Context: an optimization exercise on an open-source flow, tuned for small area. The choices shown serve that exercise and are no tape-out recipe.
RTL that was checked went through simulation tests only; none was proved equivalent to the original.
The RTL of run 4 was laid out without a check of its function.
Power and IR drop assume default switching activity.

`flow/config.mk`:
```
export PLATFORM = sky130hd
export DESIGN_NAME = fp_adder_top
export DESIGN_NICKNAME = fp_adder_top
export VERILOG_FILES = /design/flow/design.v
export SDC_FILE = /design/flow/constraint.sdc
export NUM_CORES = 4
export LEC_CHECK = 0
export CAP_MARGIN = 20
export CORE_MARGIN = 2
export CORE_UTILIZATION = 40
export SLEW_MARGIN = 20
```
`flow/constraint.sdc`:
```
create_clock -name core_clock -period 15.0 [get_ports {clk}]
set_input_delay 3.0000 -clock core_clock [delete_from_list [all_inputs] [get_ports {clk}]]
set_output_delay 3.0000 -clock core_clock [all_outputs]
set_load 0.01 [all_outputs]
```
`flow/design.v`:
```
module fp_adder_top ( input  wire        clk,
                      input  wire [31:0] a,
                      input  wire [31:0] b,
                      output wire [31:0] s
                    );
  reg  [31:0] a_q, b_q, s_q;
  wire [31:0] s_d;
  always @(posedge clk) begin
    a_q <= a;
    b_q <= b;
    s_q <= s_d;
  end
  fp_adder u_add ( .a(a_q), .b(b_q), .s(s_d) );
  assign s = s_q;
endmodule

module fp_adder ( input  wire [31:0] a ,
                  input  wire [31:0] b ,
                  output wire [31:0] s 
                );
wire        b_sticky;                   
wire        a_sign  , b_sign, s_sign;
wire [ 7:0] a_exp   , b_exp , d_exp;
wire [ 7:0] s_exp_norm1, s_exp_norm2 ;
wire [22:0] a_mantis, b_mantis;
wire [27:0] oprnd_a, oprnd_norm1, oprnd_norm2, oprnd_round, oprnd_unsigned;
wire [50:0] oprnd_tmp, oprnd_b;
wire [ 4:0] shift_val;
assign  {a_sign  , b_sign  } = (a[30:23] >= b[30:23])? {a[31]   , b[31]   } : {b[31]   , a[31]   }; 
assign  {a_exp   , b_exp   } = (a[30:23] >= b[30:23])? {a[30:23], b[30:23]} : {b[30:23], a[30:23]};
assign  {a_mantis, b_mantis} = (a[30:23] >= b[30:23])? {a[22: 0], b[22: 0]} : {b[22: 0], a[22: 0]};
assign  d_exp     = (a_exp==1 && b_exp==0)? 8'b0 : a_exp - b_exp;
assign  oprnd_tmp = { 1'b0 , {(b_exp==0)? 1'b0 : 1'b1} , b_mantis , {26{1'b0}} } ;
assign  oprnd_b   = ( d_exp >= 50 )? 51'b0 : (oprnd_tmp)>> d_exp ;
assign  b_sticky  = |oprnd_b[23:0];     
assign  oprnd_a   = { 1'b0 , {(a_exp==0)? 1'b0 : 1'b1} , a_mantis , {3{1'b0}} };
assign  oprnd_unsigned[27:0]  = (a_sign == b_sign ) ? oprnd_a + {oprnd_b[50:24],b_sticky} :
                                (a_exp!= b_exp || a_mantis >=  b_mantis) ? oprnd_a - {oprnd_b[50:24],b_sticky} :
                                {oprnd_b[50:24],b_sticky} - oprnd_a;
assign  s_sign    = (a_exp != b_exp || a_mantis >= b_mantis)? a_sign : b_sign;
assign  shift_val   = (oprnd_unsigned[26])? 5'd0  : (oprnd_unsigned[25])? 5'd1  : (oprnd_unsigned[24])? 5'd2  : (oprnd_unsigned[23])? 5'd3  :
                      (oprnd_unsigned[22])? 5'd4  : (oprnd_unsigned[21])? 5'd5  : (oprnd_unsigned[20])? 5'd6  : (oprnd_unsigned[19])? 5'd7  :
                      (oprnd_unsigned[18])? 5'd8  : (oprnd_unsigned[17])? 5'd9  : (oprnd_unsigned[16])? 5'd10 : (oprnd_unsigned[15])? 5'd11 :
                      (oprnd_unsigned[14])? 5'd12 : (oprnd_unsigned[13])? 5'd13 : (oprnd_unsigned[12])? 5'd14 : (oprnd_unsigned[11])? 5'd15 :
                      (oprnd_unsigned[10])? 5'd16 : (oprnd_unsigned[ 9])? 5'd17 : (oprnd_unsigned[ 8])? 5'd18 : (oprnd_unsigned[ 7])? 5'd19 :
                      (oprnd_unsigned[ 6])? 5'd20 : (oprnd_unsigned[ 5])? 5'd21 : (oprnd_unsigned[ 4])? 5'd22 : (oprnd_unsigned[ 3])? 5'd23 :
                      (oprnd_unsigned[ 2])? 5'd24 : (oprnd_unsigned[ 1])? 5'd25 : (oprnd_unsigned[ 0])? 5'd26 : 5'd27 ;    
assign  oprnd_norm1 = ( a_sign != b_sign )? (a_exp==0)? oprnd_unsigned : {((a_exp-1'b1) >= shift_val)? oprnd_unsigned<<shift_val : oprnd_unsigned<<(a_exp-1'b1) } :
                      (oprnd_unsigned[27])? {1'b0, oprnd_unsigned[27:1]} : oprnd_unsigned; 
assign  s_exp_norm1 = ( a_sign != b_sign )? {(oprnd_norm1    [26])? {a_exp-shift_val} : 8'b0 }: 
                                            {(oprnd_unsigned [27])? {a_exp+1'b1     } : a_exp};
assign  oprnd_round =  (~oprnd_norm1[2]                  )? oprnd_norm1 :                             
                       ( oprnd_norm1[1] || oprnd_norm1[0])? oprnd_norm1 + { {25{1'b0}} , 4'b1000 } :  
                         oprnd_norm1 + { {25{1'b0}} , oprnd_norm1[3], 3'b0 } ;                        
assign oprnd_norm2  = (oprnd_round[27])? {1'b0, oprnd_round[27:1]} : oprnd_round;
assign s_exp_norm2  = (oprnd_round[27])? s_exp_norm1 + 1'b1        : s_exp_norm1;
assign s            = {s_sign, s_exp_norm2, oprnd_norm2[25:3]}; 
endmodule
```
`flow/run.sh`:
```
#!/bin/bash
# synth_recipe.tcl (not shown) runs the flow's synth.tcl, then flattens the netlist and writes it again
# the make line also repeats each setting of config.mk as NAME=value (left out here)
make -C /OpenROAD-flow-scripts/flow DESIGN_CONFIG=/design/flow/config.mk WORK_HOME=/design/flow/orfs CLKGATE_MAP_FILE= SYNTH_SCRIPT=/design/flow/synth_recipe.tcl finish
```
==> flow_summary.json, run 1 <==
{
  "ir_worst_vdd_mv": 0.0898,
  "fin_skew_ns": 0.0138,
  "diodes": 0,
  "rows": 76,
  "ctsHtreeMaxLevel": 3,
  "synth_top_area_share_pct": 11.0,
  "synth_most_common_cell": "nand2_1",
  "syn_area_um2": 17600,
  "synth-async-reset-ratio_pct": 0,
  "routed_via_density": 6.57,
  "cp_slowest_cell": "or4b_1",
  "finalWirelength_um": 84700,
  "synth_common_cells": "277 x nand2_1, 259 x nor2_1, 201 x a21oi_1",
  "grt_pass1_vias": 19900,
  "synth_top_area_cell": "dfxtp_1",
  "ioPinCount": 97,
  "hp-class": "flip-flop to flip-flop",
  "postRouteAntennaNets": 0,
  "stdcell_count": 3289,
  "drt_first_pass_iters": 7,
  "grt_usage_pct": 36.6,
  "tightest_slew_ns": 1.12,
  "fin_util_pct": 47.5,
  "hold_viol_final": 0,
  "start_kind": "flip-flop",
  "yosysWarnings": 1,
  "die_x_um": 213,
  "antenna_found_initial": 1,
  "fin_ws_ns": 0.503,
  "synthFlopType": "dfxtp_1",
  "synth_edf_count": 0,
  "post_drt_wl_per_cell_um": 25.7,
  "dieArea_um2": 45600,
  "slew_headroom_pct": 24.4,
  "synthTopCellsByArea": "dfxtp_1 11%, ha_1 6.9%, nand2_1 5.9%",
  "multi_input_comb_area_um2": 14700,
  "crit_fanout": 11,
  "max_stage_delay_ns": 0.61,
  "nets": 2864,
  "n_fill_cell": 4466,
  "ys_seq_area_share_pct": 11.0,
  "drt_iter0_drc": 2895,
  "clock_latency_ns": 0.39,
  "grt_pass1_wl_um": 127000,
  "dp_hpwl_um": 67600,
  "drc": 0,
  "root_buffer": "clkbuf_16",
  "cp.required_ns": 15.28,
  "place_congestion": 1.05,
  "start_util_pct": 40.7,
  "synth.net_count": 2732,
  "register_area_um2": 1920,
  "cts_tree": "built",
  "setup_violations": 0,
  "cts_hold_buffers": 0,
  "grt_max_degree": 100,
  "syn_area_per_cell_um2": 6.84,
  "worstPathArrival_ns": 14.78,
  "port_buffers": 96,
  "critPathKind": "flip-flop to flip-flop",
  "overflow": 0,
  "cts_num_sinks": 96,
  "cp_common_cell": "buf_4",
  "maxSlewViolCount": 0,
  "r2r_slack_ns": 0.50,
  "dieHeight_um": 213,
  "ys_seq_elements": 96,
  "dp.cells": 3261,
  "final_cell_area_um2": 20500,
  "status": "timing/DRC/antenna clean",
  "ys_types": 116,
  "post_dp_cell_area_um2": 19900,
  "cp-end-kind": "flip-flop",
  "cap_violations": 0,
  "whs_ns": 0.710,
  "p_per_area_nw_per_um2": 134,
  "drive_gt1_share_pct": 13.4,
  "max_freq_mhz": 69.0,
  "syn_to_final_growth_pct": 16.9,
  "synthCells": 2567,
  "leakage_nw": 8.35,
  "clk_path_buf_depth": 2,
  "period_minus_slack_ns": 14.50,
  "clk_pin_slew_ns": 0.07,
  "pre_cts_slack_ns": 0.0734,
  "design.core.area_um2": 43200,
  "numCtsBuffers": 9,
  "vias": 21600,
  "finalCritPeriodShare_pct": 96.6
}
[path summary, 6_finish.rpt]
| check | start | endpoint | cells past startpoint |
|---|---|---|---|
| hold / removal | a_q[31] | s_q[31] | 1 |
| setup / recovery | b_q[29] | s_q[19] | 61 |
| hold reg to reg | a_q[31] | s_q[31] | 1 |
| setup reg to reg | b_q[29] | s_q[19] | 61 |
[final cells by class]
type | count | share of cell area, %
Clock inverter | 5 | 0.262
Tap cell | 585 | 3.57
Multi-Input combinational cell | 2184 | 71.5
Sequential cell | 96 | 9.38
Clock buffer | 11 | 1.23
Timing Repair Buffer | 284 | 11.8
Inverter | 124 | 2.27
[what timing repair did]
action | in CTS | in global routing
hold endpoints to repair | 0 | 0
setup buffers | 0 | 12
setup endpoints to repair | 3 | 31
pin swaps | 0 | 8
resized for setup | 1 | 61
[critical path, delay by kind of cell, from the launching register on]
kind | cells | cell delay [ns]
AOI/OAI and AO/OA | 26 | 5.55
xor gates and xnor gates | 2 | 0.58
adders and majority gates | 4 | 1.35
buffers and inverters | 10 | 1.65
DFF | 1 | 0.40
muxes | 2 | 0.39
and+or+nand+nor | 17 | 4.41
[power by group]
part	switching (mW)	internal, mW
logic	1.37	0.803
clock network	0.107	0.138
registers	0.0300	0.308
[placed cells by master, fill, tap and decap left out, types with 33 or more instances in the layout]
cell	instances
a21o_1	51
nand2b_1	33
clkdlybuf4s50_1	96
buf_4	183
nand2_1	277
dfxtp_1	94
nand4_1	40
inv_1	122
a21oi_1	200
nand3_1	68
o21ai_0	126
mux2i_1	95
xnor2_1	60
ha_1	92
nor2_1	253
a211oi_1	54
nor3_1	120
[through the flow]
step | power, mW | TNS (ns)
floorplan | 1.62 | 0
global placement | 2.41 | 0
detailed placement | 2.39 | 0
CTS | 2.65 | 0
global route | 2.90 | -0.489
finish | 2.75 | 0
[state kept, by name, indices dropped and copies added, names as in the netlist]
signal and cells:
a_q 32, b_q 32, s_q 32
[cell families (layout without fill, tap and decap cells)]
family,count (synthesis),count (layout),share of synthesized area [%]
DFF,96,96,11.0
xor gates and xnor gates,84,84,4.28
muxes,126,126,7.66
adders and majority gates,113,113,8.00
buffers and inverters,287,424,7.01
AOI/OAI and AO/OA,872,872,34.8
and+or+nand+nor,989,989,27.3
[routing by layer]
layer  vias to the layer above  GRT usage, %  part of all wire [%]
li1                       9813             -                     -
met1                     10300          50.6                    43
met2                      1300          55.0                    42
met3                       235          6.40                   9.4
met4                         2          17.3                   5.0
met5                         -             0                 0.015
==> run 2: changes to the inputs <==
==> flow/design.v (replaced) <==
module fp_adder_top ( input  wire        clk,
                      input  wire [31:0] a,
                      input  wire [31:0] b,
                      output wire [31:0] s
                    );
  reg  [31:0] a_q, b_q, s_q;
  wire [31:0] s_d;
  always @(posedge clk) begin
    a_q <= a;
    b_q <= b;
    s_q <= s_d;
  end
  fp_adder u_add ( .a(a_q), .b(b_q), .s(s_d) );
  assign s = s_q;
endmodule

module fp_adder ( input  wire [31:0] a ,
                  input  wire [31:0] b ,
                  output wire [31:0] s
                );
wire        swap = a[30:0] < b[30:0];
wire [31:0] x = swap ? b : a;
wire [31:0] y = swap ? a : b;
wire [7:0]  ex = x[30:23], ey = y[30:23];
wire        hx = |ex, hy = |ey;
wire        sub = x[31] ^ y[31];
wire [7:0]  d = (ex == 8'd1 && ey == 8'd0) ? 8'd0 : ex - ey;
wire        big = |d[7:5];
wire [4:0]  sh = d[4:0] | {5{big}};
wire [25:0] ysig = {hy, y[22:0], 2'b00};
wire [25:0] ysh = ysig >> sh;
wire [25:0] msk = ~(26'h3ffffff << sh);
wire        sticky = |(ysig & msk);
wire [27:0] bs = {1'b0, ysh, sticky};
wire [27:0] aa = {1'b0, hx, x[22:0], 3'b000};
wire [27:0] u = sub ? aa - bs : aa + bs;
reg  [4:0]  lz;
integer i;
always @* begin
  lz = 5'd28;
  for (i = 0; i < 28; i = i + 1)
    if (u[i]) lz = 5'd27 - i;
end
wire [7:0]  cap = (sub && ex != 8'd0) ? ex : 8'd1;
wire [4:0]  t = ({3'b000, lz} <= cap) ? lz : cap[4:0];
wire [28:0] sl = {1'b0, u} << t;
wire [27:0] n1 = sl[28:1];
wire        rnd = n1[2] & (n1[1] | n1[0] | n1[3]);
wire [23:0] mr = {1'b0, n1[25:3]} + rnd;
wire        r27 = mr[23] & n1[26];
wire [7:0]  e1 = n1[26] ? ex + 8'd1 - t : 8'd0;
wire [7:0]  e2 = e1 + r27;
assign s = {x[31], e2, mr[22:0]};
endmodule
--- a/flow/config.mk
+++ b/flow/config.mk
@@ -6,4 +6,5 @@
 export NUM_CORES = 4
 export LEC_CHECK = 0
+export ABC_AREA = 1
 export CAP_MARGIN = 20
 export CORE_MARGIN = 2
==> flow_summary.json, run 2 <==
{
  "dp.cells": 2422,
  "dp_hpwl_um": 28200,
  "fin_util_pct": 45.5,
  "drt_first_pass_iters": 7,
  "mostFrequentLayoutCell": "nand2_1",
  "synthFlopType": "dfxtp_1",
  "synth_edf_count": 0,
  "postRouteAntennaNets": 0,
  "ys_types": 54,
  "cp-end-kind": "flip-flop",
  "rows": 62,
  "cp_slowest_cell": "nand2_1",
  "drive_gt1_share_pct": 5.45,
  "cts_num_sinks": 96,
  "period_minus_slack_ns": 13.49,
  "hp-class": "flip-flop to flip-flop",
  "crit_fanout": 35,
  "top_regs": "a_q (32), b_q (32), s_q (32)",
  "routed_via_density": 5.16,
  "power_mw": 1.78,
  "grt_usage_pct": 22.5,
  "finalSetupTns_ns": 0,
  "postCtsSetupRepairBufs": 0,
  "setup_violations": 0,
  "synth_most_common_cell": "nand2_1",
  "dieHeight_um": 175,
  "synth_top_area_cell": "nand2_1",
  "max_freq_mhz": 74.1,
  "syn_to_final_growth_pct": 12.1,
  "tightest_slew_ns": 0.931,
  "place_congestion": 0.917,
  "numCtsBuffers": 9,
  "finalCritPeriodShare_pct": 89.9,
  "synth_common_cells": "613 x nand2_1, 299 x nand3_1, 248 x inv_1",
  "grt_pass1_vias": 11700,
  "clk_pin_slew_ns": 0.07,
  "finalWirelength_um": 34700,
  "whs_ns": 0.575,
  "diodes": 0,
  "ys_seq_area_share_pct": 16.5,
  "slew_headroom_pct": 37.3,
  "cts-resized-gates": 0,
  "die_x_um": 175,
  "grt_max_degree": 94,
  "cts_tree": "built",
  "stdcell_count": 2438,
  "ir_worst_vdd_mv": 0.0534,
  "final_cell_area_um2": 13100,
  "ys_seq_elements": 96,
  "cp_common_cell": "nand2_1",
  "ioPinCount": 97,
  "n_fill_cell": 3182,
  "start_util_pct": 40.6,
  "synth-async-reset-ratio_pct": 0,
  "grt_pass1_wl_um": 56600,
  "synth_top_area_share_pct": 19.7,
  "drc": 0,
  "ctsHtreeMaxLevel": 3,
  "sw_frac_of_total_pct": 51.6,
  "fin_ws_ns": 1.51,
  "syn_area_um2": 11700,
  "status": "timing/DRC/antenna clean",
  "leakage_nw": 6.87,
  "antenna_found_initial": 0,
  "clock_latency_ns": 0.36,
  "p_per_area_nw_per_um2": 136,
  "worstPathArrival_ns": 13.75,
  "nets": 2221,
  "vias": 12600,
  "post_dp_cell_area_um2": 12800,
  "dieArea_um2": 30500,
  "rsz0062_at_grt": "no",
  "hold_viol_final": 0,
  "max_stage_delay_ns": 0.54,
  "root_buffer": "clkbuf_16",
  "overflow": 0,
  "port_buffers": 96,
  "yosysWarnings": 2,
  "switching_power_mw": 0.917,
  "clk_path_buf_depth": 2,
  "synth.net_count": 2178,
  "synthTopCellsByArea": "nand2_1 20%, dfxtp_1 16%, nand3_1 13%",
  "fin_skew_ns": 0.0123,
  "syn_area_per_cell_um2": 5.81,
  "seqPwrFrac_pct": 18.3,
  "maxSlewViolCount": 0,
  "critPathKind": "flip-flop to flip-flop",
  "p_comb_share_pct": 68.0,
  "cap_violations": 0,
  "start_kind": "flip-flop",
  "clkPwrFrac_pct": 13.7,
  "layout_common_cells": "613 x nand2_1, 299 x nand3_1, 248 x inv_1",
  "design.core.area_um2": 28700,
  "cp.required_ns": 15.26,
  "drt_iter0_drc": 1143,
  "post_drt_wl_per_cell_um": 14.2,
  "pre_cts_slack_ns": 1.74,
  "cts_hold_buffers": 0,
  "power.internal_mw": 0.860,
  "synthCells": 2006
}
## run 2: changes by cell type in the layout (fill, tap and decap cells not counted), sizes merged, moves of 43 or more
cell and delta:
nor2 -88, nand2 +353, o21ai -51, mux2i -99, buf -179, xnor2 -56, nand3 +248, a211oi -57
a21o -43, nor3 -120, a21oi -120, inv +142
## run 2: cell type report
cell class | instances | area, um^2 | area share, %
clock inverters | 5 | 65.1 | 0.498
multi-input cells | 1571 | 8340 | 63.8
clock buffers | 11 | 233 | 1.78
flip-flops and latches | 96 | 1920 | 14.7
well taps | 384 | 480 | 3.68
inverters | 266 | 998 | 7.64
repair buffers | 105 | 1030 | 7.87
## run 2: logic make-up (layout without fill, tap and decap cells)
| group | after synthesis | in the layout | share of synthesized area [%] |
|---|---|---|---|
| XOR/XNOR | 41 | 41 | 3.14 |
| adder cells (fa/ha/maj) | 107 | 107 | 11.6 |
| AND/OR/NAND/NOR | 1171 | 1171 | 44.2 |
| flip-flops | 96 | 96 | 16.5 |
| buffers and inverters | 339 | 387 | 12.0 |
| AO/OA/AOI/OAI | 252 | 252 | 12.6 |
## run 2: worst max-delay path: cells and delay by family (launching register included)
kind / cells / cell delay [ns]
AOI/OAI and AO/OA: 17 / 3.47
and+or+nand+nor: 50 / 6.46
DFF: 1 / 0.34
buffers and inverters: 10 / 1.20
xor gates and xnor gates: 1 / 0.18
adders and majority gates: 6 / 1.70
## run 2: power by group through the flow
| stage | registers [mW] | clock network, mW | logic, mW |
|---|---|---|---|
| 2_1_floorplan | 0.354 | 0 | 0.852 |
| 3_3_place_gp | 0.332 | 0 | 1.19 |
| 3_5_place_dp | 0.333 | 0 | 1.19 |
| 4_1_cts | 0.327 | 0.250 | 1.20 |
| 5_1_grt | 0.333 | 0.259 | 1.37 |
| 6_report | 0.326 | 0.243 | 1.21 |
## run 2: layer usage
metal  track usage, %  wire length (um)  up-vias
li1                 -                 -     6594
met1             29.7             16400     5586
met2             38.5             15900      341
met3             2.35              1490       64
met4             7.26               912        0
met5                0                 0        -
## run 2: path summary, 6_finish.rpt
path              slack [ns]  endpoint  cells after the start    start
setup / recovery        1.51   s_q[29]                     84  b_q[26]
setup reg to reg        1.51   s_q[29]                     84  b_q[26]
hold reg to reg         0.57   s_q[31]                      2  a_q[31]
hold / removal          0.57   s_q[31]                      2  a_q[31]
==> run 3: changes to the inputs <==
==> flow/design.v (replaced) <==
module fp_adder_top ( input  wire        clk,
                      input  wire [31:0] a,
                      input  wire [31:0] b,
                      output wire [31:0] s
                    );
  reg  [31:0] a_q, b_q, s_q;
  wire [31:0] s_d;
  always @(posedge clk) begin
    a_q <= a;
    b_q <= b;
    s_q <= s_d;
  end
  fp_adder u_add ( .a(a_q), .b(b_q), .s(s_d) );
  assign s = s_q;
endmodule

module fp_adder ( input  wire [31:0] a ,
                  input  wire [31:0] b ,
                  output wire [31:0] s
                );
genvar i;
wire [7:0]  ea = a[30:23], eb = b[30:23];
wire [22:0] ma = a[22:0],  mb = b[22:0];
wire        sub = a[31] ^ b[31];
wire        hx = |ea | |eb;
wire        hy = |ea & |eb;
wire special = ~(|ea[7:1] | |eb[7:1]) & (ea[0] ^ eb[0]);
wire swap = a[30:0] < b[30:0];
wire [31:0] x = swap ? b : a;
wire [31:0] y = swap ? a : b;
wire [7:0]  ex = x[30:23];
wire [7:0] d = swap ? eb - ea : ea - eb;
wire big = |d[7:5];
wire [4:0] sh = special ? 5'd0 : (d[4:0] | {5{big}});
wire [25:0] r0 = {hy, y[22:0], 2'b00};
wire [25:0] r1 = sh[0] ? {1'b0,  r0[25:1]} : r0;
wire [25:0] r2 = sh[1] ? {2'b0,  r1[25:2]} : r1;
wire [25:0] r3 = sh[2] ? {4'b0,  r2[25:4]} : r2;
wire [25:0] r4 = sh[3] ? {8'b0,  r3[25:8]} : r3;
wire [25:0] r5 = sh[4] ? {16'b0, r4[25:16]} : r4;
wire sticky = (sh[1] & r1[1]) | (sh[2] & |r2[3:0]) | (sh[3] & |r3[7:0]) | (sh[4] & |r4[15:0]);
wire [27:0] aa = {1'b0, hx, x[22:0], 3'b000};
wire [27:0] bb = {1'b0, r5, sticky} ^ {28{sub}};
wire [27:0] u;
wire [28:0] c; wire [27:0] p = aa ^ bb, g = aa & bb;
assign c[0] = sub;
generate for (i = 0; i < 28; i = i + 2) begin : g_add
  assign u[i] = p[i] ^ c[i];
  if (i + 1 < 27) begin : g_u
    assign u[i+1] = p[i+1] ^ (g[i] | (p[i] & c[i]));
  end
  assign c[i+2] = g[i+1] | (p[i+1] & g[i]) | (p[i+1] & p[i] & c[i]);
end endgenerate
assign u[27] = (g[26] | (p[26] & c[26])) & ~sub;
reg  [4:0]  lz;
integer k;
always @* begin
  lz = 5'd28;
  for (k = 0; k < 28; k = k + 1)
    if (u[k]) lz = 5'd27 - k;
end
wire [7:0] cap = (sub && ex != 8'd0) ? ex : 8'd1;
wire       le  = (|cap[7:5]) | ~(lz > cap[4:0]);
wire [4:0] t   = le ? lz : cap[4:0];
wire [27:0] l0 = u;
wire [27:0] l1 = t[0] ? {l0[26:0], 1'b0}  : l0;
wire [27:0] l2 = t[1] ? {l1[25:0], 2'b0}  : l1;
wire [27:0] l3 = t[2] ? {l2[23:0], 4'b0}  : l2;
wire [27:0] l4 = t[3] ? {l3[19:0], 8'b0}  : l3;
wire [27:0] l5 = t[4] ? {l4[11:0], 16'b0} : l4;
wire [26:0] n1 = l5[27:1];
wire rnd = n1[2] & (n1[1] | n1[0] | n1[3]);
wire [22:0] m;
wire r27;
wire [23:0] rc;
wire [6:0] gc;
assign gc[0] = rnd;
generate for (i = 0; i < 6; i = i + 1) begin : g_rg
  assign gc[i+1] = gc[i] & (&n1[3+4*i+3:3+4*i]);
end endgenerate
generate for (i = 0; i < 23; i = i + 1) begin : g_rnd
  if ((i % 4) == 0) begin : g0
    assign rc[i] = gc[i/4];
  end else begin : g1
    assign rc[i] = gc[i/4] & (&n1[3+i-1:3+(i/4)*4]);
  end
  assign m[i] = n1[3+i] ^ rc[i];
end endgenerate
assign r27 = gc[5] & (&n1[25:23]) & n1[26];
wire [7:0] e2;
assign e2 = ex + 8'd1 - t + r27;
assign s = {x[31], e2 & {8{n1[26]}}, m};
endmodule
==> flow_summary.json, run 3 <==
{
  "post_drt_wl_per_cell_um": 13.5,
  "numCtsBuffers": 9,
  "antenna_found_initial": 0,
  "ys_types": 49,
  "yosysWarnings": 2,
  "fin_util_pct": 46.7,
  "cts_num_sinks": 96,
  "worstPathArrival_ns": 13.77,
  "cp_common_cell": "nand2_1",
  "tightest_slew_ns": 0.736,
  "n_fill_cell": 2659,
  "design.core.area_um2": 24400,
  "leakage_nw": 5.82,
  "syn_to_final_growth_pct": 14.1,
  "multi_input_comb_area_um2": 6950,
  "routed_via_density": 5.05,
  "slew_headroom_pct": 50.4,
  "syn_area_um2": 9980,
  "setup_violations": 0,
  "clk_path_buf_depth": 2,
  "max_freq_mhz": 73.9,
  "synth_most_common_cell": "nand2_1",
  "stdcell_count": 1991,
  "start_util_pct": 40.9,
  "vias": 10000,
  "dieHeight_um": 162,
  "synth_edf_count": 0,
  "critPathKind": "flip-flop to flip-flop",
  "drive_gt1_share_pct": 5.58,
  "maxSlewViolCount": 0,
  "synth_top_area_cell": "dfxtp_1",
  "synth_top_area_share_pct": 19.3,
  "grt_usage_pct": 20.7,
  "crit_fanout": 25,
  "dieArea_um2": 26200,
  "rows": 57,
  "start_kind": "flip-flop",
  "p_per_area_nw_per_um2": 173,
  "overflow": 0,
  "grt_max_degree": 76,
  "synth-async-reset-ratio_pct": 0,
  "nets": 1827,
  "grt_pass1_wl_um": 44700,
  "drt_iter0_drc": 611,
  "max_stage_delay_ns": 0.58,
  "layout_common_cells": "476 x nand2_1, 258 x nand3_1, 181 x inv_1",
  "cp_slowest_cell": "clkinv_1",
  "rsz0062_at_grt": "no",
  "top_regs": "a_q (32), b_q (32), s_q (32)",
  "mostFrequentLayoutCell": "nand2_1",
  "dp.cells": 1973,
  "register_area_um2": 1920,
  "drc": 0,
  "finalWirelength_um": 26900,
  "syn_area_per_cell_um2": 6.19,
  "ctsHtreeMaxLevel": 3,
  "root_buffer": "clkbuf_16",
  "synth_common_cells": "478 x nand2_1, 258 x nand3_1, 182 x inv_1",
  "port_buffers": 96,
  "synth.net_count": 1776,
  "cp-end-kind": "flip-flop",
  "ys_seq_elements": 96,
  "ys_seq_area_share_pct": 19.3,
  "clk_pin_slew_ns": 0.08,
  "dp_hpwl_um": 22000,
  "fin_skew_ns": 0.0122,
  "diodes": 0,
  "hp-class": "flip-flop to flip-flop",
  "finalSetupTns_ns": 0,
  "die_x_um": 162,
  "cap_violations": 0,
  "ir_worst_vdd_mv": 0.0882,
  "cp.required_ns": 15.25,
  "drt_first_pass_iters": 7,
  "place_congestion": 0.929,
  "pre_cts_slack_ns": 1.09,
  "synthTopCellsByArea": "dfxtp_1 19%, nand2_1 18%, nand3_1 13%",
  "cts_tree": "built",
  "grt_pass1_vias": 9312,
  "hold_viol_final": 0,
  "post_dp_cell_area_um2": 11000,
  "ioPinCount": 97,
  "synthFlopType": "dfxtp_1",
  "clock_latency_ns": 0.36,
  "finalCritPeriodShare_pct": 90.2,
  "synthCells": 1611,
  "postRouteAntennaNets": 0,
  "final_cell_area_um2": 11400,
  "period_minus_slack_ns": 13.52,
  "status": "timing/DRC/antenna clean",
  "fin_ws_ns": 1.48
}
run 3: path summary, 6_finish.rpt:
path | from | to | slack [ns] | cells past startpoint
max | a_q[25] | s_q[30] | 1.48 | 89
min | a_q[31] | s_q[31] | 0.46 | 2
max reg2reg | a_q[25] | s_q[30] | 1.48 | 89
min reg2reg | a_q[31] | s_q[31] | 0.46 | 2
run 3: cell families after synthesis:
kind of cell	after synthesis	share of synthesized area (%)
AND/OR/NAND/NOR	933	41.8
XOR/XNOR	54	4.74
adder cells (fa/ha/maj)	100	13.7
flip-flops	96	19.3
buffers and inverters	262	11.2
AO/OA/AOI/OAI	163	9.00
multiplexers	3	0.301
run 3: per-stage QoR:
stage	hold slack (ns)	total power, mW
4_1_cts	0.469	1.97
3_5_place_dp	0.459	1.72
6_report	0.465	1.97
5_1_grt	0.510	2.19
2_1_floorplan	0.433	1.40
3_3_place_gp	0.459	1.71
run 3: timing repair:
item                                   4_1_cts  5_1_grt
resized for setup                            0       11
endpoints found under the hold margin        0        0
buffers inserted                             0        0
setup endpoints to repair                    0        6
hold buffers                                 0        0
run 3: cell type report:
type / count / share of cell area, %
clock inverters: 5 / 0.560
clock buffers: 11 / 2.13
inverters: 195 / 6.48
multi-input cells: 1253 / 61.1
repair buffers: 106 / 9.23
well taps: 324 / 3.56
flip-flops and latches: 96 / 16.9
repair inverters: 1 / 0.0659
run 3: critical path: cells and delay by family (launching register included):
family	cells	cell delay [ns]
simple gates	54	6.25
compound gates	14	2.58
fa+ha+maj	7	2.06
buf+inv	13	1.95
flops	1	0.38
xor+xnor	1	0.14
run 3: metal layers:
metal	track usage, %	part of all wire [%]	vias up
met5	0	0	-
met4	4.22	1.1	0
met3	2.22	3.7	19
met2	36.2	47	195
met1	27.7	48	4522
li1	-	-	5313
run 3: power by group:
| part | leakage [nW] | switching, mW | internal (mW) |
|---|---|---|---|
| logic | 4.86 | 0.902 | 0.496 |
| clock network | 0.146 | 0.106 | 0.135 |
| registers | 0.809 | 0.0158 | 0.315 |
==> run 4: changes to the inputs <==
--- a/flow/design.v
+++ b/flow/design.v
@@ -45,12 +45,18 @@
 wire [28:0] c; wire [27:0] p = aa ^ bb, g = aa & bb;
 assign c[0] = sub;
-generate for (i = 0; i < 28; i = i + 2) begin : g_add
+generate for (i = 0; i < 28; i = i + 4) begin : g_add
+  wire c1 = g[i] | (p[i] & c[i]);
+  wire c2 = g[i+1] | (p[i+1] & g[i]) | (p[i+1] & p[i] & c[i]);
+  wire c3 = g[i+2] | (p[i+2] & g[i+1]) | (p[i+2] & p[i+1] & g[i]) | (p[i+2] & p[i+1] & p[i] & c[i]);
   assign u[i] = p[i] ^ c[i];
-  if (i + 1 < 27) begin : g_u
-    assign u[i+1] = p[i+1] ^ (g[i] | (p[i] & c[i]));
+  assign u[i+1] = p[i+1] ^ c1;
+  assign u[i+2] = p[i+2] ^ c2;
+  if (i + 3 < 27) begin : g_u
+    assign u[i+3] = p[i+3] ^ c3;
+  end else begin : g_u27
+    assign u[27] = c3 & ~sub;
   end
-  assign c[i+2] = g[i+1] | (p[i+1] & g[i]) | (p[i+1] & p[i] & c[i]);
+  assign c[i+4] = g[i+3] | (p[i+3] & g[i+2]) | (p[i+3] & p[i+2] & g[i+1]) | (p[i+3] & p[i+2] & p[i+1] & g[i]) | (p[i+3] & p[i+2] & p[i+1] & p[i] & c[i]);
 end endgenerate
-assign u[27] = (g[26] | (p[26] & c[26])) & ~sub;
 reg  [4:0]  lz;
 integer k;
==> flow_summary.json, run 4 <==
{
  "status": "timing/DRC/antenna clean",
  "stdcell_count": 2040,
  "cp_slowest_cell": "ha_1",
  "port_buffers": 96,
  "synth_most_common_cell": "nand2_1",
  "postRouteAntennaNets": 0,
  "use_met1_pct": 28.9,
  "whs_ns": 0.462,
  "grt_usage_pct": 20.7,
  "grt_pass1_vias": 9575,
  "ys_types": 52,
  "die_x_um": 164,
  "dieHeight_um": 164,
  "rsz0062_at_grt": "no",
  "ctsHtreeMaxLevel": 3,
  "pre_cts_slack_ns": 1.21,
  "syn_area_um2": 10300,
  "synth_common_cells": "506 x nand2_1, 262 x nand3_1, 182 x inv_1",
  "finalSetupTns_ns": 0,
  "critPathKind": "flip-flop to flip-flop",
  "period_minus_slack_ns": 13.22,
  "clock_latency_ns": 0.36,
  "ioPinCount": 97,
  "ys_seq_area_share_pct": 18.7,
  "post_drt_wl_per_cell_um": 13.5,
  "tightest_slew_ns": 0.995,
  "cp_common_cell": "nand2_1",
  "rows": 58,
  "fin_ws_ns": 1.78,
  "max_freq_mhz": 75.6,
  "antenna_found_initial": 0,
  "final_cell_area_um2": 11600,
  "gr-max-usage-layer": "met2",
  "dp_hpwl_um": 22300,
  "clk_pin_slew_ns": 0.07,
  "worstPathArrival_ns": 13.47,
  "p_per_area_nw_per_um2": 177,
  "design.core.area_um2": 25200,
  "layout_common_cells": "506 x nand2_1, 262 x nand3_1, 182 x inv_1",
  "routed_via_density": 5.09,
  "slew_headroom_pct": 33.2,
  "r2r_slack_ns": 1.78,
  "setup_violations": 0,
  "ys_seq_elements": 96,
  "drive_gt1_share_pct": 6.32,
  "hold_viol_final": 0,
  "overflow": 0,
  "synth.net_count": 1819,
  "hold_end": "s_q[31]",
  "ir_worst_vdd_mv": 0.119,
  "fin_skew_ns": 0.00984,
  "r2r_cells": 84,
  "synth_top_area_cell": "dfxtp_1",
  "cap_violations": 0,
  "hp-class": "flip-flop to flip-flop",
  "r2r_start": "a_q[28]",
  "cp-end-kind": "flip-flop",
  "n_fill_cell": 2694,
  "root_buffer": "clkbuf_16",
  "use_met3_pct": 2.40,
  "finalCritPeriodShare_pct": 88.2,
  "start_kind": "flip-flop",
  "cp.required_ns": 15.25,
  "max_stage_delay_ns": 0.39,
  "dp.cells": 2025,
  "dieArea_um2": 27000,
  "fin_util_pct": 46.2,
  "post_dp_cell_area_um2": 11300,
  "drt_iter0_drc": 846,
  "finalWirelength_um": 27600,
  "place_congestion": 0.927,
  "diodes": 0,
  "cts_tree": "built",
  "power_mw": 2.06,
  "hold_depth": 2,
  "yosysWarnings": 2,
  "grt_use_met2_pct": 34.2,
  "start_util_pct": 40.8,
  "top_regs": "a_q (32), b_q (32), s_q (32)",
  "numCtsBuffers": 9,
  "syn_to_final_growth_pct": 13.2,
  "syn_area_per_cell_um2": 6.19,
  "synthTopCellsByArea": "dfxtp_1 19%, nand2_1 18%, nand3_1 13%",
  "synth-async-reset-ratio_pct": 0,
  "min-delay-start": "b_q[31]",
  "grt_max_degree": 115,
  "drc": 0,
  "synth_top_area_share_pct": 18.7,
  "leakage_nw": 5.84,
  "cts_hold_buffers": 0,
  "r2r-end": "s_q[30]",
  "synthCells": 1659,
  "grt_pass1_wl_um": 45600,
  "cts_num_sinks": 96,
  "clk_path_buf_depth": 2,
  "crit_fanout": 114,
  "mostFrequentLayoutCell": "nand2_1",
  "synthFlopType": "dfxtp_1",
  "maxSlewViolCount": 0,
  "synth_edf_count": 0,
  "drt_first_pass_iters": 5,
  "vias": 10400,
  "nets": 1867
}
## run 4: cell count changes after synthesis, sizes merged, moves of 7 or more
cell	before	now
o21ai	99	113
buf	41	49
a21oi	35	51
nand2	498	525
nand3	269	276
nor2	115	101
## run 4: report_power, final
| part | switching, mW | internal, mW |
|---|---|---|
| sequential | 0.0155 | 0.314 |
| combinational | 0.971 | 0.515 |
| clock | 0.108 | 0.133 |
## run 4: worst max-delay path by stage
stage / startpoint / depth (start not counted) / to
3_5_place_dp: a_q[28] / 82 / s_q[30]
6_report: a_q[28] / 84 / s_q[30]
2_1_floorplan: a_q[23] / 83 / s_q[30]
3_3_place_gp: a_q[28] / 81 / s_q[30]
5_1_grt: a_q[28] / 84 / s_q[30]
4_1_cts: a_q[28] / 82 / s_q[30]
## run 4: area by class of cell
type                       count  area [um^2]  area share, %
sequential                    96         1920           16.5
timing repair buffer         105         1030           8.84
clock buffer                  10          239           2.05
multi-input combinational   1299         7240           62.2
inverter                     196          736           6.32
clock inverter                 4         55.1          0.473
tap                          330          413           3.55
## run 4: logic make-up (layout without fill, tap and decap cells)
logic type / Yosys count / after routing / synth area share (%)
AND/OR/NAND/NOR: 956 / 956 / 42.5
buffers and inverters: 265 / 315 / 11.2
AO/OA/AOI/OAI: 193 / 194 / 10.8
flip-flops: 96 / 96 / 18.7
adder cells (fa/ha/maj): 95 / 95 / 12.2
XOR/XNOR: 54 / 54 / 4.60
## run 4: critical path, delay by kind of cell (launching register included)
family / cells / cell delay [ns]
simple gates: 50 / 6.51
compound gates: 13 / 2.56
fa+ha+maj: 7 / 1.90
buf+inv: 12 / 1.32
xor+xnor: 2 / 0.43
flops: 1 / 0.34
## run 4: repair_timing
action / 4_1_cts / 5_1_grt
gates resized for setup: 0 / 3
setup endpoints to repair: 0 / 2
setup buffers: 0 / 0
## run 4: metal layers
layer	vias up	wire length, um	share of wire (%)
met3	25	968	3.5
met4	0	417	1.5
li1	5491	-	-
met1	4669	13800	50
met5	-	0	0
met2	198	12400	45
==> run 5: changes to the inputs <==
--- a/flow/design.v
+++ b/flow/design.v
@@ -45,18 +45,12 @@
 wire [28:0] c; wire [27:0] p = aa ^ bb, g = aa & bb;
 assign c[0] = sub;
-generate for (i = 0; i < 28; i = i + 4) begin : g_add
-  wire c1 = g[i] | (p[i] & c[i]);
-  wire c2 = g[i+1] | (p[i+1] & g[i]) | (p[i+1] & p[i] & c[i]);
-  wire c3 = g[i+2] | (p[i+2] & g[i+1]) | (p[i+2] & p[i+1] & g[i]) | (p[i+2] & p[i+1] & p[i] & c[i]);
+generate for (i = 0; i < 28; i = i + 2) begin : g_add
   assign u[i] = p[i] ^ c[i];
-  assign u[i+1] = p[i+1] ^ c1;
-  assign u[i+2] = p[i+2] ^ c2;
-  if (i + 3 < 27) begin : g_u
-    assign u[i+3] = p[i+3] ^ c3;
-  end else begin : g_u27
-    assign u[27] = c3 & ~sub;
+  if (i + 1 < 27) begin : g_u
+    assign u[i+1] = p[i+1] ^ (g[i] | (p[i] & c[i]));
   end
-  assign c[i+4] = g[i+3] | (p[i+3] & g[i+2]) | (p[i+3] & p[i+2] & g[i+1]) | (p[i+3] & p[i+2] & p[i+1] & g[i]) | (p[i+3] & p[i+2] & p[i+1] & p[i] & c[i]);
+  assign c[i+2] = g[i+1] | (p[i+1] & g[i]) | (p[i+1] & p[i] & c[i]);
 end endgenerate
+assign u[27] = (g[26] | (p[26] & c[26])) & ~sub;
 reg  [4:0]  lz;
 integer k;
==> flow/flow/run.sh (new file) <==
#!/bin/bash
# Layout flow: the standard ORFS flow with two changes:
#  - synthesis maps logic with the ABC script in flow/abc_area.script (ABC_AREA=1),
#  - port buffers are sky130_fd_sc_hd__buf_1.
# Each tool's output stays in orfs/logs/; make's own output goes to flow_make.log.
set -euo pipefail
F=$(pwd)
mkdir -p "$F/scripts"
for f in "$FLOW_HOME"/scripts/*; do ln -sf "$f" "$F/scripts/"; done
rm -f "$F/scripts/abc_area.script"
cp "$F/flow/abc_area.script" "$F/scripts/abc_area.script"
EXTRA=$(cat "$F/flow/extra_make_args" 2>/dev/null || true)
sed "s#\"\${@:-finish}\"#SCRIPTS_DIR=$F/scripts ABC_AREA=1 BUFFER_PORTS_ARGS='-buffer_cell sky130_fd_sc_hd__buf_1' $EXTRA \"\${@:-finish}\"#" standard.sh > "$F/my_standard.sh"
bash "$F/my_standard.sh" > "$F/flow_make.log" 2>&1
==> flow/flow/abc_area.script (new file) <==
strash
dch -f
amap
topo
stime -c
buffer -c
upsize -c
dnsize -c
==> flow/standard.sh (new file) <==
#!/bin/bash
# synth_recipe.tcl (not shown) runs the flow's synth.tcl, then flattens the netlist and writes it again
# the make line also repeats each setting of config.mk as NAME=value (left out here)
make -C /OpenROAD-flow-scripts/flow DESIGN_CONFIG=/design/flow/config.mk WORK_HOME=/design/flow/orfs CLKGATE_MAP_FILE= SYNTH_SCRIPT=/design/flow/synth_recipe.tcl "${@:-finish}"
--- a/flow/config.mk
+++ b/flow/config.mk
@@ -6,5 +6,4 @@
 export NUM_CORES = 4
 export LEC_CHECK = 0
-export ABC_AREA = 1
 export CAP_MARGIN = 20
 export CORE_MARGIN = 2
removed: flow/run.sh
==> flow_summary.json, run 5 <==
{
  "setup_violations": 0,
  "antenna_found_initial": 0,
  "start_kind": "flip-flop",
  "syn_to_final_growth_pct": 24.6,
  "synthCells": 1121,
  "rows": 52,
  "postRouteAntennaNets": 0,
  "hold_viol_final": 0,
  "die_x_um": 148,
  "drt_iter0_drc": 612,
  "design.core.area_um2": 20200,
  "maxSlewViolCount": 0,
  "synth_top_area_cell": "dfxtp_1",
  "grt_usage_pct": 21.2,
  "hp-class": "flip-flop to flip-flop",
  "cts_hold_buffers": 0,
  "synth_most_common_cell": "nor2_1",
  "yosysWarnings": 2,
  "critPathKind": "flip-flop to flip-flop",
  "synth-async-reset-ratio_pct": 0,
  "cts_tree": "built",
  "fin_skew_ns": 0.0161,
  "syn_area_per_cell_um2": 7.35,
  "ioPinCount": 97,
  "cp.required_ns": 15.27,
  "cp_common_cell": "nor2_1",
  "cp-end-kind": "flip-flop",
  "root_buffer": "clkbuf_16",
  "leakage_nw": 4.39,
  "synth_common_cells": "191 x nor2_1, 134 x o22ai_1, 113 x inv_1",
  "numCtsBuffers": 9,
  "diodes": 0,
  "grt_pass1_wl_um": 37700,
  "slew_headroom_pct": 37.3,
  "ir_worst_vdd_mv": 0.0810,
  "routed_via_density": 5.65,
  "dp_hpwl_um": 18200,
  "nets": 1421,
  "syn_area_um2": 8240,
  "r2r_slack_ns": 0.49,
  "p_per_area_nw_per_um2": 188,
  "cts_num_sinks": 96,
  "vias": 8656,
  "tightest_slew_ns": 0.940,
  "port_buffers": 96,
  "drt_first_pass_iters": 5,
  "synthTopCellsByArea": "dfxtp_1 23%, ha_1 13%, o22ai_1 10%",
  "synthFlopType": "dfxtp_1",
  "drive_gt1_share_pct": 19.0,
  "max_stage_delay_ns": 0.50,
  "clk_path_buf_depth": 2,
  "place_congestion": 0.917,
  "drc": 0,
  "ys_seq_elements": 96,
  "period_minus_slack_ns": 14.51,
  "grt_pass1_vias": 7721,
  "overflow": 0,
  "ys_types": 66,
  "post_drt_wl_per_cell_um": 15.8,
  "clk_pin_slew_ns": 0.07,
  "dieHeight_um": 148,
  "max_freq_mhz": 68.9,
  "synth_edf_count": 0,
  "start_util_pct": 40.7,
  "synth_top_area_share_pct": 23.3,
  "finalCritPeriodShare_pct": 96.7,
  "cp_slowest_cell": "fa_2",
  "mostFrequentLayoutCell": "nor2_1",
  "dieArea_um2": 21800,
  "synth.net_count": 1286,
  "rsz0062_at_grt": "yes",
  "power_mw": 1.94,
  "status": "timing/DRC/antenna clean",
  "grt_max_degree": 51,
  "top_regs": "a_q (32), b_q (32), s_q (32)",
  "clock_latency_ns": 0.37,
  "whs_ns": 0.567,
  "cap_violations": 0,
  "crit_fanout": 15,
  "ctsHtreeMaxLevel": 3,
  "layout_common_cells": "181 x nor2_1, 124 x o22ai_1, 109 x inv_1",
  "ys_seq_area_share_pct": 23.3,
  "worstPathArrival_ns": 14.78,
  "finalWirelength_um": 24100
}
run 5: cells by family after synthesis:
logic type	synth area share [%]
buffers and inverters	8.76
adders and majority gates	16.5
DFF	23.3
and+or+nand+nor	18.3
xor gates and xnor gates	0.106
AOI/OAI and AO/OA	33.0
run 5: final timing paths:
check | start | endpoint | cells after the start
min reg2reg | b_q[31] | s_q[31] | 1
max reg2reg | b_q[23] | s_q[30] | 94
max | b_q[23] | s_q[30] | 94
min | b_q[31] | s_q[31] | 1
run 5: cell type report:
cell class / count / area (um^2)
Timing Repair inverter: 2 / 12.5
Sequential cell: 96 / 1930
Multi-Input combinational cell: 840 / 6130
Clock buffer: 10 / 229
Timing Repair Buffer: 187 / 1100
Fill cell: 1978 / 9960
Inverter: 120 / 459
Clock inverter: 6 / 76.3
Tap cell: 270 / 338
run 5: per-layer routing:
metal / up-vias / global-route usage, % / wire (um)
met1: 3972 / 29.0 / 11200
met3: 46 / 3.52 / 1230
met5: - / 0 / 0
met4: 0 / 6.54 / 571
met2: 267 / 34.3 / 11200
li1: 4371 / - / -
run 5: critical path, delay by kind of cell, from the launching register on:
kind | cells | cell delay, ns
simple gates | 49 | 5.97
compound gates | 25 | 4.19
fa+ha+maj | 8 | 2.38
buf+inv | 12 | 1.48
flops | 1 | 0.37
run 5: through the flow:
step	cell area (um^2)	utilization [%]	instances	setup WS, ns	TNS (ns)
2_1_floorplan	8240	-	1121	0.625	0
3_3_place_gp	9160	45.3	1478	-0.148	-0.148
3_5_place_dp	9160	45.3	1478	-0.353	-0.521
4_1_cts	9650	47.7	1511	0.0106	0
5_1_grt	10300	50.8	1531	-0.608	-1.12
6_report	10300	50.8	1531	0.489	0
run 5: power breakdown:
part / switching, mW / internal, mW / total (mW)
registers: 0.0150 / 0.314 / 0.329
logic: 0.806 / 0.553 / 1.36
clock network: 0.115 / 0.133 / 0.248
total: 0.936 / 0.999 / 1.94
run 5: what timing repair did:
| action | in CTS | in global routing |
|---|---|---|
| endpoints found under the hold margin | 0 | 0 |
| endpoints found under the setup margin | 3 | 8 |
| pin swaps | 7 | 54 |
| gates cloned | 0 | 2 |
| resized for setup | 16 | 110 |
| buffers inserted | 17 | 18 |
==> run 6: changes to the inputs <==
==> flow/flow/abc_area.script (replaced) <==
strash
&get -n
&st
&dch -f
&nf -R 1000
&put
topo
stime -c
buffer -c
upsize -c
dnsize -c
==> flow_summary.json, run 6 <==
{
  "die_x_um": 152,
  "synth_common_cells": "184 x nor2_1, 143 x a21oi_1, 120 x nand2_1",
  "synth_top_area_share_pct": 22.0,
  "numCtsBuffers": 9,
  "finalWirelength_um": 22000,
  "setup_violations": 0,
  "drive_gt1_share_pct": 12.9,
  "period_minus_slack_ns": 14.19,
  "clk_path_buf_depth": 2,
  "drc": 0,
  "maxSlewViolCount": 0,
  "cp-end-kind": "flip-flop",
  "cts_num_sinks": 96,
  "synth_edf_count": 0,
  "grt_pass1_vias": 7121,
  "switching_power_mw": 1.01,
  "antenna_found_initial": 0,
  "rows": 54,
  "cts_tree": "built",
  "drt_iter0_drc": 433,
  "leakage_nw": 4.62,
  "muxShareOfSynthArea_pct": 9.37,
  "fin_skew_ns": 0.00867,
  "fin_util_pct": 47.5,
  "overflow": 0,
  "power.internal_mw": 1.00,
  "layout_common_cells": "179 x nor2_1, 132 x a21oi_1, 113 x nand2_1",
  "worstPathArrival_ns": 14.41,
  "final_cell_area_um2": 10300,
  "synth_most_common_cell": "nor2_1",
  "slew_headroom_pct": 39.9,
  "dp_hpwl_um": 17400,
  "crit_fanout": 10,
  "cts_hold_buffers": 0,
  "clkPwrFrac_pct": 11.0,
  "hold_viol_final": 0,
  "finalCritPeriodShare_pct": 94.6,
  "drt_first_pass_iters": 5,
  "use_met3_pct": 2.77,
  "synthXorXnorAreaFrac_pct": 7.17,
  "post_dp_cell_area_um2": 9420,
  "path_delay_family": "simple AND/OR/NAND/NOR gates",
  "dieArea_um2": 23100,
  "ys_seq_area_share_pct": 22.0,
  "ioPinCount": 97,
  "crit_cells": 86,
  "yosysWarnings": 2,
  "hold_depth": 1,
  "port_buffers": 96,
  "synth_top_family_by_area": "simple AND/OR/NAND/NOR gates",
  "synthCells": 1165,
  "post_synth_fa_ha_maj_area_fraction_pct": 15.6,
  "vias": 8003,
  "cap_violations": 0,
  "routed_via_density": 5.15,
  "syn_to_final_growth_pct": 17.4,
  "seqPwrFrac_pct": 16.5,
  "clk_pin_slew_ns": 0.07,
  "synth-async-reset-ratio_pct": 0,
  "grt_use_met2_pct": 29.8,
  "ir_worst_vdd_mv": 0.0986,
  "hp-class": "flip-flop to flip-flop",
  "root_buffer": "clkbuf_16",
  "synth-compound-area-share_pct": 19.0,
  "ctsHtreeMaxLevel": 3,
  "r2r_cells": 86,
  "start_kind": "flip-flop",
  "dieHeight_um": 152,
  "n_fill_cell": 2223,
  "synthTopCellsByArea": "dfxtp_1 22%, ha_1 12%, mux2i_1 8.7%",
  "cp.required_ns": 15.22,
  "grt_max_degree": 97,
  "critPathKind": "flip-flop to flip-flop",
  "synth.net_count": 1330,
  "clock_latency_ns": 0.36,
  "top_regs": "a_q (32), b_q (32), s_q (32)",
  "status": "timing/DRC/antenna clean",
  "place_congestion": 0.869,
  "ys_seq_elements": 96,
  "synth-simple-area-share_pct": 21.0,
  "gr-max-usage-layer": "met2",
  "mostFrequentLayoutCell": "nor2_1",
  "ys_types": 72,
  "syn_area_um2": 8740,
  "sw_frac_of_total_pct": 50.1,
  "synth_top_area_cell": "dfxtp_1",
  "grt_pass1_wl_um": 34300,
  "tightest_slew_ns": 0.898,
  "postRouteAntennaNets": 0,
  "diodes": 0,
  "design.core.area_um2": 21600,
  "p_comb_share_pct": 72.6,
  "cp_slowest_cell": "fa_1",
  "nets": 1435,
  "synthFlopType": "dfxtp_1",
  "syn_area_per_cell_um2": 7.51,
  "grt_usage_pct": 17.8,
  "p_per_area_nw_per_um2": 196,
  "critPathBufInv": 10,
  "post_drt_wl_per_cell_um": 14.1,
  "max_stage_delay_ns": 0.59,
  "use_met1_pct": 23.7,
  "max_freq_mhz": 70.5,
  "start_util_pct": 40.4
}
[run 6: changes by cell type after synthesis, sizes merged, moves of 55 or more]
cell,previous run,this run
inv,119,64
mux2i,0,77
nand2,59,123
o21ai,19,83
o22a,78,0
o22ai,135,2
[run 6: final timing paths]
| path | from | to | slack [ns] |
|---|---|---|---|
| setup / recovery | a_q[26] | s_q[30] | 0.81 |
| hold reg to reg | b_q[31] | s_q[31] | 0.57 |
| setup reg to reg | a_q[26] | s_q[30] | 0.81 |
| hold / removal | b_q[31] | s_q[31] | 0.57 |
[run 6: cell families after synthesis]
family / Yosys count
DFF: 96
buffers and inverters: 125
xor gates and xnor gates: 69
muxes: 81
AOI/OAI and AO/OA: 284
adders and majority gates: 100
and+or+nand+nor: 410
[run 6: worst reg2reg max path, delay by kind of cell, from the launching register on]
family          cells  cell delay (ns)
xor+xnor            2             0.27
mux                 3             0.45
simple gates       40             5.60
compound gates     24             4.08
fa+ha+maj           7             1.94
buf+inv            10             1.29
flops               1             0.36
[run 6: repair_timing]
item / 4_1_cts / 5_1_grt
setup endpoints to repair: 0 / 8
setup buffers: 0 / 28
resized for setup: 0 / 73
[run 6: layout make-up]
class / instances / area, um^2 / area share (%)
multi-input cells: 946 / 6600 / 64.3
flip-flops and latches: 96 / 1920 / 18.7
repair buffers: 149 / 852 / 8.30
well taps: 280 / 350 / 3.41
inverters: 68 / 260 / 2.53
clock buffers: 10 / 229 / 2.23
clock inverters: 6 / 50.0 / 0.487
[run 6: per-stage QoR]
step | TNS (ns) | hold WS [ns] | setup WS (ns) | cells | power, mW
6_report | 0 | 0.567 | 0.808 | 1555 | 2.01
5_1_grt | -0.172 | 0.586 | -0.138 | 1555 | 2.20
3_3_place_gp | 0 | 0.536 | 0.443 | 1509 | 1.68
4_1_cts | 0 | 0.568 | 0.104 | 1525 | 1.91
3_5_place_dp | 0 | 0.549 | 0.146 | 1509 | 1.68
2_1_floorplan | 0 | 0.478 | 1.52 | 1165 | 1.37
[run 6: power by group through the flow]
stage	sequential (mW)	combinational, mW	clock [mW]
floorplan	0.359	1.01	0
global placement	0.339	1.34	0
detailed placement	0.339	1.35	0
CTS	0.333	1.35	0.229
global route	0.337	1.62	0.240
finish	0.332	1.46	0.221
[run 6: routing by layer]
layer	up-vias	wire, um
met5	-	0
li1	4213	-
met3	33	704
met4	0	506
met1	3600	10500
met2	157	10300

what the ideal ports hide:
Ports are ideal in the flow. The routed layouts listed here were re-timed in OpenROAD.
Step 1, drivers: a clkbuf_16 drives clk and a buf_2 each remaining input, both assumed.
Step 2 also shifts input and output timing later by t, the mid clock arrival at the registers, as if the neighbouring blocks saw the same clock.
Three values: no drivers, after step 1, after step 2; two values: the first two.
run	shift t [ns]	setup WS [ns]	worst register clock-pin slew, ns
run 1	0.433	0.503 / 0.503 / 0.503	0.07 / 0.07
run 2	0.410	1.511 / 1.511 / 1.511	0.08 / 0.08
run 3	0.405	1.477 / 1.477 / 1.477	0.08 / 0.08
run 4	0.402	1.776 / 1.776 / 1.776	0.07 / 0.07
run 5	0.409	0.489 / 0.489 / 0.489	0.09 / 0.09
run 6	0.397	0.808 / 0.808 / 0.808	0.07 / 0.07
After both steps setup and hold are still met in every run listed.
